Source: an optimization exercise on an open RTL-to-GDS flow (aim: small area and a short achievable clock period). Production flows keep margins and buffers that such runs may drop.
The RTL was checked by simulation tests, not by an equivalence proof against the original design.
No driver is modelled on the clock port, so clocking that relies on it looks cheaper here than on a real chip.
Power is estimated from default activity; no workload was simulated.

==> flow/design.v (outline; a module is shown in full before it is edited, if it fits) <==
// module pe_mac: 1410 lines
// module pe_fa: 4 lines
// module pe_ha: 4 lines
module pe_mac #(
  parameter int WA       = 16,
  parameter int WB       = 16,
  parameter int ACCW     = 40,
  parameter int MULT_LAT = 1,
  parameter int ADD_LAT  = 0
) (
  input  logic                    clk,
  input  logic                    rst_n,
  input  logic                    in_valid,
  output logic                    in_ready,
  input  logic signed [WA-1:0]    a_in,
  input  logic signed [WB-1:0]    b_in,
  input  logic signed [ACCW-1:0]  psum_in,
  output logic                    out_valid,
  input  logic                    out_ready,
  output logic signed [WA-1:0]    a_out,
  output logic signed [WB-1:0]    b_out,
  output logic signed [ACCW-1:0]  psum_out
);
  // ...
==> flow/flow/run.sh <==
#!/bin/bash
# Own flow: the standard layout (standard.sh, unchanged synthesis) with
#  - the port buffers made of the smallest buffer cell (buf_1), and
#  - useful skew for the internal M registers (flow/skew.tcl, run as the
#    PRE_CTS_TCL hook: it wraps clock_tree_synthesis and delays the clock of
#    Ms/Mc, which have no path from an input or to an output).
set -euo pipefail
here=$(pwd)
export BUFFER_PORTS_ARGS="-buffer_cell sky130_fd_sc_hd__buf_1"
export PRE_CTS_TCL="$here/flow/skew.tcl"

export SKEW_CELLS="clkbuf_2 clkbuf_2 clkbuf_2 clkbuf_4"
bash standard.sh > standard.log 2>&1
==> flow/flow/skew.tcl <==
# Useful skew for the register-to-register paths A,B -> M -> S: the clock of
# the M registers (Ms, Mc), whose D and Q pins connect only to other
# registers through logic, is delayed by a chain of clock buffers after CTS,
# so the multiply stage borrows time from the accumulate stage.
rename clock_tree_synthesis my_cts_orig
proc clock_tree_synthesis {args} {
  my_cts_orig {*}$args
  # buffer cells of the delay chain, from the tree's leaf net to the registers
  set cells [expr {[info exists ::env(SKEW_CELLS)] ? $::env(SKEW_CELLS) : "clkbuf_2 clkbuf_4"}]
  set groups [dict create]
  foreach inst [get_cells -quiet {Ms[* Mc[*}] {
    set pin [get_pins -of_objects $inst -filter "name==CLK"]
    set net [get_nets -of_objects $pin]
    dict lappend groups [get_full_name $net] [list $pin [sta::sta_to_db_inst $inst]]
  }
  set block [ord::get_db_block]
  set k 0
  dict for {netname items} $groups {
    set xs 0; set ys 0; set pins {}
    foreach it $items {
      lappend pins [lindex $it 0]
      set bb [[lindex $it 1] getBBox]
      set xs [expr {$xs + (([$bb xMin] + [$bb xMax]) / 2)}]; set ys [expr {$ys + (([$bb yMin] + [$bb yMax]) / 2)}]
    }
    set n [llength $pins]
    set dbu [$block getDbUnitsPerMicron]
    set loc [list [expr {$xs / $n / double($dbu)}] [expr {$ys / $n / double($dbu)}]]
    set cur $netname
    # a stronger last buffer for a large group keeps the clock pin slew low
    set big [expr {[info exists ::env(SKEW_BIG)] ? $::env(SKEW_BIG) : 6}]
    set chain $cells
    if {$n > $big} { set chain [lreplace $chain end end clkbuf_8] }
    set s 0
    foreach cell $chain {
      insert_buffer -buffer_cell sky130_fd_sc_hd__$cell -net $cur -load_pins $pins -location $loc \
        -buffer_name skewbuf_${k}_$s -net_name skewnet_${k}_$s
      incr s
      set cur [get_full_name [get_nets -of_objects [lindex $pins 0]]]
    }
    puts "skew: $n M register clock pins of $netname behind $chain"
    incr k
  }
}
==> flow/standard.sh <==
#!/bin/bash
# synth_recipe.tcl (not shown) runs the flow's synth.tcl, then flattens the netlist and writes it again
# the make line also repeats each setting of config.mk as NAME=value (left out here)
make -C /OpenROAD-flow-scripts/flow DESIGN_CONFIG=/design/flow/config.mk WORK_HOME=/design/flow/orfs CLKGATE_MAP_FILE= SYNTH_SCRIPT=/design/flow/synth_recipe.tcl "${@:-finish}"
==> flow/config.mk <==
export PLATFORM = sky130hd
export DESIGN_NAME = pe_mac
export DESIGN_NICKNAME = pe_mac
export VERILOG_FILES = /design/flow/design.v
export SDC_FILE = /design/flow/constraint.sdc
export NUM_CORES = 4
export LEC_CHECK = 0
export ABC_AREA = 1
export CAP_MARGIN = 20
export CORE_MARGIN = 2
export CORE_UTILIZATION = 55
export CTS_BUF_LIST = sky130_fd_sc_hd__clkbuf_8
export SETUP_SLACK_MARGIN = 3.0
export SLEW_MARGIN = 20
export SYNTH_HIERARCHICAL = 1
export SYNTH_MINIMUM_KEEP_SIZE = 0
==> flow/constraint.sdc <==
create_clock -name core_clock -period 6.0 [get_ports {clk}]
set_input_delay 1.2000 -clock core_clock [delete_from_list [all_inputs] [get_ports {clk}]]
set_output_delay 1.2000 -clock core_clock [all_outputs]
set_load 0.01 [all_outputs]
==> results.cfg, run 1 <==
[yosys]
synth_top_family_by_area = adder cells
synth.area.mux_share_pct = 0
synth_edf_count = 0
syn-cell-area_um2 = 11980
synth_fa_ha_area_share_pct = 27.01
yosys.area.top_type = dfxtp_1
synth.top_cell.area_share_pct = 29.74
ys_ff_latch = 178

[finish]
multi_input_area_share_pct = 57.48
seq_area_share_pct = 26.04
finalNonFillerCells = 1793
final_core_util_pct = 65.38
seq_cells = 178
regArea_um2 = 3612

[sta]
tightestPinTransition_ps = 857.7
tns_ps = 0
finClkSkew_ps = 457.9
drv_slew = 0
fin_crit_sh_pct = 49.46

[global_route]
use_met2_pct = 43.82
grt_pass1_wl_um = 47330
track_usage_pct = 27.03

[route]
drtIter0Drc = 661
wl_met2_um = 13800
vias = 9622
wl_per_cell_um = 16.80

[setup_path]
endpoint_kind = register
r2r-end = Ms[20]

[worst_hold_path]
holdPathStages = 2
worstHoldStart = B[3]

[outcome]
status = finished clean

[power_and_ir_drop]
powerSeq_mw = 1.63
pwr-share-comb_pct = 46.9

[clock_network]
clk_pin_slew_ps = 110
ctsResizeCount = 15
==> run 2, diff against run 1 <==
--- a/flow/config.mk
+++ b/flow/config.mk
@@ -8,9 +8,9 @@
 export ABC_AREA = 1
 export CAP_MARGIN = 20
 export CORE_MARGIN = 2
-export CORE_UTILIZATION = 55
+export CORE_UTILIZATION = 40
 export CTS_BUF_LIST = sky130_fd_sc_hd__clkbuf_8
-export SETUP_SLACK_MARGIN = 3.0
+export SETUP_SLACK_MARGIN = 2.85
 export SLEW_MARGIN = 20
 export SYNTH_HIERARCHICAL = 1
 export SYNTH_MINIMUM_KEEP_SIZE = 0
==> results.cfg, run 2 <==
[outcome]
status = finished clean

[sta]
rsz0062_at_grt = true
fmax_mhz = 320.9
finalHoldViolations = 0
worst_slack_ps = 2884
finalSetupViolations = 0
fin_crit_sh_pct = 51.94
slew_headroom_pct = 40.55
fin_crit_ps = 3116
finClkSkew_ps = 443.7
drv_slew = 0
holdWs_ps = 198.8
tightestPinTransition_ps = 890.5
tns_ps = 0

[yosys]
synth_edf_count = 0
synthFlopType = dfxtp_1
synth.area.mux_share_pct = 0
synth_area_leaders = dfxtp_1 (30%), fa_1 (20%), xnor2_1 (9.2%)
ys_seq_area_share_pct = 29.74
synth_common_cells = nor2_1 (187), dfxtp_1 (178), xnor2_1 (126)
synth_xor_area_share_pct = 9.942
yosys.area.top_type = dfxtp_1
yosys.area_share.simple_pct = 13.22
syn_avg_cell_area_um2 = 8.928
synth.top_cell.area_share_pct = 29.74
synth_top_family_by_area = adder cells
syn_inst = 1342
async_flop_share_pct = 0
synth-compound-area-share_pct = 13.38
syn-num-nets = 1604
synth_fa_ha_area_share_pct = 27.01
synth_warnings = 7
ys_ff_latch = 178
synth_most_common_cell = nor2_1
ys_types = 43
syn-cell-area_um2 = 11980

[setup_path]
arrival_ps = 3850
endpoint_kind = register
cp_slowest_stage_delay_ps = 920
start_kind = register
cpMaxStageDelayCell = dfxtp_1
required_ps = 6740
reg2reg_slack_ps = 2880
crit_top_cell = fa_1
crit_type = register to register
path_cells = xnor2_1 -> o22ai_1 -> fa_1 -> fa_1 -> fa_1 -> fa_1
cp_top_family = adder cells
crit_fanout = 11
critPathBufInv = 0

[route]
vias_per_cell = 5.106
drtIter0Drc = 721
routed_wl_um = 32340
wl_per_cell_um = 16.93
drc = 0
vias = 9752
ant_nets = 0
firstDrtPassIters = 5

[finish]
syn2layout_area_growth_pct = 14.58
mostFrequentLayoutCells = nor2_1 (186), dfxtp_1 (165), buf_1 (148), xnor2_1 (126), fa_1 (121)
top_regs = P: 40 flops, S: 40 flops, Ms: 31 flops
nets = 1770
final_core_util_pct = 46.44
final_common_cell = nor2_1
drive_above_1_share_pct = 11.32

[die]
initial_core_util_pct = 40.53
num_io_pins = 150
core_area_um2 = 29560
die_area_um2 = 31350
fp.dieH_um = 177.1
rows = 63
fp.dieW_um = 177.1

[global_route]
grt_pass1_wl_um = 50180
grt_pass1_vias = 9529
antenna_found_initial = 1
grt_max_degree = 84
track_usage_pct = 21.05
gr-total-overflow = 0

[clock_network]
cts_buffers = 17
clock_sinks = 178
cts_tree = done
clock_latency_ps = 890
clk_pin_slew_ps = 100

[placed_design]
dp_hpwl_um = 23590
portBuffers = 149
gp_congestion = 0.9225
dp_slack_ps = 1967

[run]
cap_violations = 0

[power_and_ir_drop]
power.density_nw_per_um2 = 386.4
ir_worst_vdd_mv = 0.1838
p_leak_nw = 5.857

[worst_hold_path]
hp-class = register to register
run 2: cell counts after synthesis:
Identical to the previous run, type by type.
run 2: routing by layer:
metal  global-route usage, %  wire length (um)  up-vias
met5                       0                 0        -
met4                   7.128               767        0
met3                   4.274              1824       53
met2                   35.62             15790      296
met1                   26.74             13950     4660
li1                        -                 -     4743
run 2: logic make-up after synthesis:
kind of cell | count (synthesis)
flip-flops | 178
buffers and inverters | 193
adder cells (fa/ha/maj) | 186
AO/OA/AOI/OAI | 280
XOR/XNOR | 136
AND/OR/NAND/NOR | 369
run 2: per-module statistics from Yosys, one instance, submodules excluded:
module	cells	flip-flops and latches	times used
pe_mac	1235	178	1
pe_ha	1	0	20
pe_fa	1	0	87
run 2: final timing paths:
| path | from | endpoint | cells after the start |
|---|---|---|---|
| setup / recovery | A[8] | Ms[17] | 6 |
| hold reg to reg | B[2] | Ms[2] | 2 |
| hold / removal | B[2] | Ms[2] | 2 |
| setup reg to reg | A[8] | Ms[17] | 6 |
run 2: repair_timing:
| action | in CTS | in global routing |
|---|---|---|
| pin swaps | 0 | 4 |
| cloned | 0 | 1 |
| hold buffers | 0 | 0 |
| endpoints found under the setup margin | 27 | 22 |
| buffers inserted | 3 | 20 |
| resized for setup | 15 | 20 |
run 2: worst min-delay path: stages (launching register included):
cell and delay, ps:
dfxtp_2 380, ha_1 150, nor2_1 40
run 2: layout make-up, without the clock buffers:
type                       instances  area [um2]
inverter                         115       471.7
tap                              390       488.0
fill                            2911       15830
sequential                       178        3597
multi-input combinational        971        7681
antenna                            1       2.502
clock inverter                    12       156.4
timing repair inverter             1       5.005
timing repair buffer             180       812.0
run 2: report_power, final:
group / leakage [nW] / switching (mW) / total (mW) / internal, mW
clock: 0.406 / 0.553 / 1.22 / 0.670
combinational: 3.97 / 1.46 / 2.46 / 0.998
sequential: 1.48 / 0.170 / 1.62 / 1.45
run 2: per-stage QoR:
stage / power (mW) / area (um2) / cells
after floorplan: 3.478 / 12060 / 1342
after global placement: 3.967 / 12730 / 1811
after detailed placement: 4.026 / 12730 / 1811
after CTS: 5.300 / 13470 / 1888
after global routing: 5.832 / 13730 / 1910
final: 5.305 / 13730 / 1910
==> run 3, diff against run 2 <==
--- a/flow/flow/run.sh
+++ b/flow/flow/run.sh
@@ -9,5 +9,6 @@
 export BUFFER_PORTS_ARGS="-buffer_cell sky130_fd_sc_hd__buf_1"
 export PRE_CTS_TCL="$here/flow/skew.tcl"
 
-export SKEW_CELLS="clkbuf_2 clkbuf_2 clkbuf_2 clkbuf_4"
+export SKEW_CELLS="clkdlybuf4s25_1 clkbuf_4"
+export CTS_ARGS="-sink_clustering_enable -repair_clock_nets -buf_list sky130_fd_sc_hd__clkbuf_8 -dont_use_dummy_load"
 bash standard.sh > standard.log 2>&1
--- a/flow/config.mk
+++ b/flow/config.mk
@@ -8,9 +8,9 @@
 export ABC_AREA = 1
 export CAP_MARGIN = 20
 export CORE_MARGIN = 2
-export CORE_UTILIZATION = 40
+export CORE_UTILIZATION = 55
 export CTS_BUF_LIST = sky130_fd_sc_hd__clkbuf_8
-export SETUP_SLACK_MARGIN = 2.85
+export SETUP_SLACK_MARGIN = 3.1
 export SLEW_MARGIN = 20
 export SYNTH_HIERARCHICAL = 1
 export SYNTH_MINIMUM_KEEP_SIZE = 0
==> results.cfg, run 3 <==
[global_route]
grt_pass1_vias = 9230
gr-total-overflow = 0
met3_usage_pct = 4.251
grtUsageMet1_pct = 37.40
grt_pass1_wl_um = 47550
grt_max_degree = 84
top_usage_layer = met2
track_usage_pct = 27.17
use_met2_pct = 43.94
antenna_found_initial = 0

[yosys]
syn_inst = 1342
syn-cell-area_um2 = 11980
ys_ff_latch = 178
synth.top_cell.area_share_pct = 29.74
synthFlopType = dfxtp_1
synth_most_common_cell = nor2_1
ys_types = 43
yosys.area.top_type = dfxtp_1
synth_edf_count = 0
synth_common_cells = nor2_1 (187), dfxtp_1 (178), xnor2_1 (126)
synth_warnings = 7
synth_area_leaders = dfxtp_1 (30%), fa_1 (20%), xnor2_1 (9.2%)
syn-num-nets = 1604
syn_avg_cell_area_um2 = 8.928
async_flop_share_pct = 0
ys_seq_area_share_pct = 29.74

[sta]
fin_crit_sh_pct = 47.76
tightestPinTransition_ps = 821.2
finalSetupViolations = 0
fmax_mhz = 349.0
finClkSkew_ps = 430.9
holdWs_ps = 171.7
drv_slew = 0
slew_headroom_pct = 45.18
fin_crit_ps = 2866
rsz0062_at_grt = true
worst_slack_ps = 3134
tns_ps = 0
finalHoldViolations = 0

[setup_path]
start_kind = register
crit_fanout = 11
endpoint_kind = register
arrival_ps = 3590
required_ps = 6730
crit_type = register to register

[clock_network]
cts_tree = done
ctsHoldBuffers = 0
clock_sinks = 178
cts_buffers = 17
clk_pin_slew_ps = 70
clock_latency_ps = 850

[outcome]
status = finished clean

[route]
ant_nets = 0
drc = 0
routed_wl_um = 29940
firstDrtPassIters = 5
vias_per_cell = 5.458
vias = 9584
drtIter0Drc = 650
wl_per_cell_um = 17.05

[die]
core_area_um2 = 21220
num_io_pins = 150
die_area_um2 = 22980
fp.dieW_um = 151.6
fp.dieH_um = 151.6
rows = 53
initial_core_util_pct = 56.46

[finish]
top_regs = P: 40 flops, S: 40 flops, Ms: 31 flops
multi_input_area_um2 = 8177
drive_above_1_share_pct = 14.04
nets = 1745
regArea_um2 = 3620
mostFrequentLayoutCells = nor2_1 (184), dfxtp_1 (149), buf_1 (148), fa_1 (119), nand2_1 (115)
syn2layout_area_growth_pct = 15.76
nFillCells = 1851
final_common_cell = nor2_1
antenna_cells = 0

[placed_design]
gp_congestion = 0.8886
dp_slack_ps = 2255
dp_hpwl_um = 21990
portBuffers = 149

[worst_hold_path]
hp-class = register to register

[power_and_ir_drop]
power.density_nw_per_um2 = 371.6
ir_worst_vdd_mv = 0.2115
p_leak_nw = 5.777

[run]
cap_violations = 0
## run 3: repair_timing
action,in CTS,in global routing
gates cloned,0,0
setup endpoints to repair,29,32
resized for setup,19,50
pin swaps,2,21
setup buffers,10,14
## run 3: critical path, cell delays in order, from the launching register on
cell and delay [ps]:
dfxtp_1 850, xnor2_2 190, o22ai_2 210, fa_1 480
fa_2 550, fa_1 420, fa_1 440
## run 3: final timing paths
path                            start  cells after the start      to  slack [ps]
worst min register to register   B[3]                      2   Ms[2]         170
worst min-delay path             B[3]                      2   Ms[2]         170
worst max register to register   A[6]                      6  Ms[16]        3130
worst max-delay path             A[6]                      6  Ms[16]        3130
## run 3: final cells by class, without the clock buffers
cell class                      instances  share of cell area [%]
Multi-Input combinational cell        971                   58.95
Sequential cell                       178                   26.10
Timing Repair Buffer                  178                   5.882
Inverter                              115                   3.284
Tap cell                              275                   2.481
## run 3: per-layer routing
metal | vias to the layer above | share of wire [%]
li1 | 4678 | -
met1 | 4543 | 45
met2 | 307 | 46
met3 | 56 | 5.5
met4 | 0 | 2.7
met5 | - | 0
## run 3: kinds of logic after synthesis
group,count (synthesis),share of synthesized area [%]
compound gates,280,13.38
xor+xnor,136,9.942
fa+ha+maj,186,27.00
buf+inv,193,6.715
flops,178,29.74
simple gates,369,13.22
## run 3: report_power, final
group	internal (mW)	switching, mW
Sequential	1.45	0.171
Combinational	1.09	1.54
Clock	0.466	0.441
Total	3.01	2.15
## run 3: modules after synthesis (local to each module, per instance)
module	times used	area (um2)	flip-flops and latches	cells
pe_mac	1	9990	178	1235
pe_ha	20	12.51	0	1
pe_fa	87	20.02	0	1
## run 3: per-stage QoR
step	util [%]	cell area [um2]	total power [mW]	instances
after detailed placement	60.92	12930	4.040	1693
after global routing	65.36	13870	5.668	1756
after floorplan	-	12560	3.526	1342
final	65.36	13870	5.154	1756
after CTS	63.80	13540	5.005	1742
after global placement	60.92	12930	3.974	1693
==> run 4, diff against run 3 <==
--- a/flow/config.mk
+++ b/flow/config.mk
@@ -10,7 +10,8 @@
 export CORE_MARGIN = 2
 export CORE_UTILIZATION = 55
 export CTS_BUF_LIST = sky130_fd_sc_hd__clkbuf_8
-export SETUP_SLACK_MARGIN = 3.1
+export SETUP_SLACK_MARGIN = 3.15
 export SLEW_MARGIN = 20
 export SYNTH_HIERARCHICAL = 1
 export SYNTH_MINIMUM_KEEP_SIZE = 0
+export TNS_END_PERCENT = 20
==> results.cfg, run 4 <==
[finish]
mostFrequentLayoutCells = nor2_1 (185), dfxtp_1 (151), buf_1 (148), fa_1 (119), xnor2_1 (113)
nets = 1752
final_common_cell = nor2_1
antenna_cells = 0
syn2layout_area_growth_pct = 15.69
top_regs = P: 40 flops, S: 40 flops, Ms: 31 flops
drive_above_1_share_pct = 13.98
nFillCells = 1893

[sta]
fmax_mhz = 344.0
slew_headroom_pct = 48.97
finalSetupViolations = 0
rsz0062_at_grt = true
fin_crit_ps = 2907
holdWs_ps = 159.7
finClkSkew_ps = 465.9
finalHoldViolations = 0
fin_crit_sh_pct = 48.44
drv_slew = 0
tightestPinTransition_ps = 764.4
tns_ps = 0

[clock_network]
clock_sinks = 178
clk_pin_slew_ps = 80
clock_latency_ps = 890
cts_tree = done
cts_buffers = 17

[placed_design]
portBuffers = 149
dp_hpwl_um = 22060
gp_congestion = 0.9001

[global_route]
gr-total-overflow = 0
grt_pass1_vias = 9241
antenna_found_initial = 0
grt_pass1_wl_um = 47320
track_usage_pct = 27.17
grt_max_degree = 84

[setup_path]
endpoint = S[17]
crit_type = register to register
required_ps = 6340
endpoint_kind = register
startpoint = Ms[11]
arrival_ps = 3250
reg2reg_slack_ps = 3090
reg2reg_depth = 12
r2r-start = Ms[11]
r2r-end = S[17]
crit_fanout = 3
start_kind = register

[yosys]
syn_avg_cell_area_um2 = 8.928
synthFlopType = dfxtp_1
yosys.area.top_type = dfxtp_1
ys_types = 43
synth_most_common_cell = nor2_1
synth.top_cell.area_share_pct = 29.74
synth_area_leaders = dfxtp_1 (30%), fa_1 (20%), xnor2_1 (9.2%)
synth_common_cells = nor2_1 (187), dfxtp_1 (178), xnor2_1 (126)
synth_edf_count = 0
synth_warnings = 7
syn_inst = 1342
ys_seq_area_share_pct = 29.74
syn-cell-area_um2 = 11980
ys_ff_latch = 178
async_flop_share_pct = 0
syn-num-nets = 1604

[route]
ant_nets = 0
drtIter0Drc = 669
firstDrtPassIters = 5
vias_per_cell = 5.411
routed_wl_um = 30460
vias = 9540
drc = 0
wl_per_cell_um = 17.28

[power_and_ir_drop]
power.density_nw_per_um2 = 372.5
p_leak_nw = 5.786
ir_worst_vdd_mv = 0.2138

[run]
cap_violations = 0

[die]
core_area_um2 = 21220
num_io_pins = 150
fp.dieW_um = 151.6
initial_core_util_pct = 56.46
fp.dieH_um = 151.6
die_area_um2 = 22980
rows = 53

[outcome]
status = finished clean

[worst_hold_path]
hp-class = register to register
-- run 4: cell counts after synthesis --
No cell type changed its count.
-- run 4: kinds of logic after synthesis --
| family | count (synthesis) | share of synthesized area (%) |
|---|---|---|
| simple gates | 369 | 13.22 |
| compound gates | 280 | 13.38 |
| buf+inv | 193 | 6.715 |
| fa+ha+maj | 186 | 27.00 |
| flops | 178 | 29.74 |
| xor+xnor | 136 | 9.942 |
-- run 4: worst max-delay path, stage by stage, from the launching register on --
cell and delay [ps]:
dfxtp_1 310, fa_1 490, ha_4 310, nand2_1 50, inv_1 80, nand2_2 100, nor3_4 160, nand2_4 90
nand2_8 80, inv_1 60, fa_1 440, xor2_1 140, nor2_1 50
-- run 4: how the worst min path moves through the flow --
stage,to,slack (ps),depth (start not counted),start
floorplan,V[1],390,2,V[0]
global placement,V[3],390,2,V[2]
detailed placement,V[3],400,2,V[2]
CTS,Ms[2],210,2,B[3]
global route,Ms[2],180,2,B[3]
finish,Ms[2],160,2,B[3]
-- run 4: through the flow --
| step | worst slack, ps | util (%) | cells | total power, mW | instance area [um2] |
|---|---|---|---|---|---|
| final | 3093 | 65.32 | 1763 | 5.164 | 13860 |
| after global routing | 2935 | 65.32 | 1763 | 5.647 | 13860 |
| after CTS | 3078 | 63.65 | 1746 | 5.037 | 13510 |
| after detailed placement | 2275 | 60.60 | 1692 | 4.039 | 12860 |
| after global placement | 2380 | 60.60 | 1692 | 3.979 | 12860 |
| after floorplan | 2990 | - | 1342 | 3.517 | 12480 |
-- run 4: cell type report, without the clock buffers --
| type | count | area [um2] | area share (%) |
|---|---|---|---|
| Inverter | 115 | 473.0 | 3.412 |
| Multi-Input combinational cell | 971 | 8095 | 58.40 |
| Sequential cell | 178 | 3617 | 26.10 |
| Tap cell | 275 | 344.1 | 2.482 |
| Timing Repair Buffer | 182 | 854.6 | 6.165 |
| Timing Repair inverter | 1 | 7.507 | 0.05416 |
-- run 4: timing repair --
item / CTS / global route
buffers inserted: 13 / 16
resized for setup: 26 / 52
hold endpoints to repair: 0 / 0
gates cloned: 0 / 1
setup endpoints to repair: 33 / 81
pin swaps: 1 / 2
hold buffers: 0 / 0
-- run 4: layer usage --
layer  vias to the layer above  GRT usage [%]  share of wire, %  wire length [um]
met1                      4512          37.07                46             13870
li1                       4674              -                 -                 -
met5                         -              0                 0                 0
met3                        58          4.341               5.4              1631
met2                       296          44.16                46             14020
met4                         0          9.537               3.1               940
-- run 4: modules after synthesis (local to each module, per instance) --
module,cells,times used,flops+latches,cell area [um2]
pe_mac,1235,1,178,9990
pe_fa,1,87,0,20.02
pe_ha,1,20,0,12.51
-- run 4: power breakdown --
| part | internal (mW) | leakage [nW] | switching [mW] | total [mW] |
|---|---|---|---|---|
| clock | 0.475 | 0.233 | 0.446 | 0.921 |
| sequential | 1.45 | 1.48 | 0.174 | 1.62 |
| combinational | 1.07 | 4.07 | 1.54 | 2.62 |
| total | 3.00 | 5.79 | 2.16 | 5.16 |
==> run 5, diff against run 4 <==
--- a/flow/config.mk
+++ b/flow/config.mk
@@ -10,8 +10,7 @@
 export CORE_MARGIN = 2
 export CORE_UTILIZATION = 55
 export CTS_BUF_LIST = sky130_fd_sc_hd__clkbuf_8
-export SETUP_SLACK_MARGIN = 3.15
+export SETUP_SLACK_MARGIN = 3.0
 export SLEW_MARGIN = 20
 export SYNTH_HIERARCHICAL = 1
 export SYNTH_MINIMUM_KEEP_SIZE = 0
-export TNS_END_PERCENT = 20
==> results.cfg, run 5 <==
[outcome]
status = finished clean

[die]
fp.dieW_um = 151.6
core_area_um2 = 21220
initial_core_util_pct = 56.46
die_area_um2 = 22980
rows = 53
fp.dieH_um = 151.6
num_io_pins = 150

[setup_path]
start_kind = register
arrival_ps = 3630
reg2reg_slack_ps = 3050
endpoint_kind = register
crit_fanout = 15
required_ps = 6680
crit_type = register to register

[sta]
tns_ps = 0
fin_crit_ps = 2949
finalSetupViolations = 0
finalHoldViolations = 0
worst_slack_ps = 3051
fmax_mhz = 339.1
rsz0062_at_grt = true
drv_slew = 0
tightestPinTransition_ps = 853.1
finClkSkew_ps = 442.1
fin_crit_sh_pct = 49.15
slew_headroom_pct = 43.04

[route]
ant_nets = 0
drc = 0
routed_wl_um = 29890
drtIter0Drc = 733
firstDrtPassIters = 5
wl_per_cell_um = 17.05
vias = 9447
vias_per_cell = 5.389

[yosys]
synth_area_leaders = dfxtp_1 (30%), fa_1 (20%), xnor2_1 (9.2%)
synthFlopType = dfxtp_1
syn-num-nets = 1604
async_flop_share_pct = 0
yosys.area.top_type = dfxtp_1
synth.top_cell.area_share_pct = 29.74
synth_warnings = 7
ys_ff_latch = 178
syn_avg_cell_area_um2 = 8.928
syn-cell-area_um2 = 11980
syn_inst = 1342
ys_seq_area_share_pct = 29.74
ys_types = 43
synth_common_cells = nor2_1 (187), dfxtp_1 (178), xnor2_1 (126)
synth_most_common_cell = nor2_1
synth_edf_count = 0

[finish]
final_common_cell = nor2_1
top_regs = P: 40 flops, S: 40 flops, Ms: 31 flops
nFillCells = 1877
nets = 1742
antenna_cells = 0
mostFrequentLayoutCells = nor2_1 (186), dfxtp_1 (153), buf_1 (148), fa_1 (120), nand2_1 (116)
multi_input_area_um2 = 7971
regArea_um2 = 3615
fin_area_um2 = 13610
drive_above_1_share_pct = 11.91
syn2layout_area_growth_pct = 13.60

[global_route]
antenna_found_initial = 0
grt_max_degree = 69
grt_pass1_wl_um = 46910
track_usage_pct = 26.88
gr-total-overflow = 0
grt_pass1_vias = 9069

[power_and_ir_drop]
power.density_nw_per_um2 = 369.6
p_int_mw = 2.928
p_leak_nw = 5.711
pwr-share-comb_pct = 50.0
swShare_pct = 41.79
ir_worst_vdd_mv = 0.2275
seq_power_share_pct = 32.3
clkPwrFrac_pct = 17.7
p_total_mw = 5.031
switching_power_mw = 2.102

[run]
cap_violations = 0

[placed_design]
dp_hpwl_um = 22000
portBuffers = 149
placed_area_um2 = 12820
dp_slack_ps = 2293
gp_congestion = 0.9088

[clock_network]
ctsHoldBuffers = 0
clock_latency_ps = 850
cts_buffers = 17
clock_sinks = 178
cts_tree = done
clk_pin_slew_ps = 70

[worst_hold_path]
hp-class = register to register
run 5: area by class of cell, without the clock buffers:
cell class / instances / share of cell area (%)
multi-input cells: 971 / 58.57
inverters: 115 / 3.346
flip-flops and latches: 178 / 26.56
repair inverters: 1 / 0.03677
well taps: 275 / 2.528
repair buffers: 174 / 5.690
run 5: worst paths after layout:
check,start,to,cells past startpoint
setup / recovery,B[5],Ms[20],9
hold / removal,B[3],Ms[2],2
setup reg to reg,B[5],Ms[20],9
hold reg to reg,B[3],Ms[2],2
run 5: per-layer routing:
layer  vias to the layer above  GRT usage (%)  wire length (um)
li1                       4665              -                 -
met1                      4459          37.20             13930
met2                       285          43.85             13730
met3                        38          4.042              1516
met4                         0          8.194               713
met5                         -              0                 0
run 5: cells by family (layout without fill, tap and decap cells):
group,count (synthesis),after routing,share of synthesized area [%]
compound gates,280,280,13.38
xor+xnor,136,136,9.942
fa+ha+maj,186,186,27.00
buf+inv,193,329,6.715
flops,178,178,29.74
simple gates,369,369,13.22
run 5: stage by stage:
stage / std cells / hold WS, ps / util (%)
after floorplan: 1342 / 390.5 / -
after global placement: 1692 / 394.3 / 60.42
after detailed placement: 1692 / 402.2 / 60.42
after CTS: 1740 / 220.9 / 63.08
after global routing: 1753 / 222.9 / 64.14
final: 1753 / 228.6 / 64.14
run 5: worst max-delay path: stages, from the launching register on:
cell and delay, ps:
dfxtp_4 470, nor2_1 80, nand2_1 120, nand2_1 100, inv_2 240, o22ai_1 150, fa_1 560, fa_1 590
fa_1 440, fa_1 450
run 5: per-module statistics from Yosys (local to each module, per instance):
module / flops+latches / cells / cell area (um2)
pe_mac: 178 / 1235 / 9990
pe_ha: 0 / 1 / 12.51
pe_fa: 0 / 1 / 20.02
run 5: power groups by stage:
stage	combinational (mW)	sequential, mW	clock [mW]
2_1_floorplan	1.89	1.63	0
3_3_place_gp	2.31	1.67	0
3_5_place_dp	2.37	1.67	0
4_1_cts	2.43	1.64	0.919
5_1_grt	2.90	1.66	0.968
6_report	2.52	1.63	0.888
run 5: what timing repair did:
action,4_1_cts,5_1_grt
cloned,0,1
buffers inserted,9,12
endpoints found under the setup margin,23,34
pin swaps,2,7
gates resized for setup,13,29

what the ideal ports hide:
The results above use ideal ports. As a check the final layouts listed here were re-extracted and re-timed, cells and wires unchanged.
Step 1 assumes that a clkbuf_16 drives the clock port and a buf_2 every other input.
Step 2, shift: input delay + t, output delay - t, t = (earliest + latest rising clock arrival at the registers) / 2. This alone moves slack from input paths to output paths.
a / b / c = ideal ports / drivers / drivers and shift; a / b = the first two.
run | shift t [ns] | setup WS [ns] | worst setup path after step 2 | latest minus earliest clock arrival (ns) | worst data-port slew with drivers (ns)
run 1 | 0.720 | 3.033 / 3.033 / 2.599 | input to register | 0.469 / 0.469 | 0.04
run 2 | 0.713 | 2.884 / 2.884 / 2.474 | input to register | 0.460 / 0.460 | 0.08
run 3 | 0.682 | 3.134 / 3.134 / 2.724 | input to register | 0.431 / 0.431 | 0.04
run 4 | 0.706 | 3.093 / 3.093 / 2.654 | input to register | 0.466 / 0.466 | 0.04
run 5 | 0.677 | 3.051 / 3.051 / 2.614 | input to register | 0.442 / 0.443 | 0.04
In every run listed the clock reaches the registers at very different times; t lies between them, and the last value is a rough guide only. The setup slack of run 4, which loses most, moves by 0.000 ns with the drivers and by -0.439 ns with both steps.
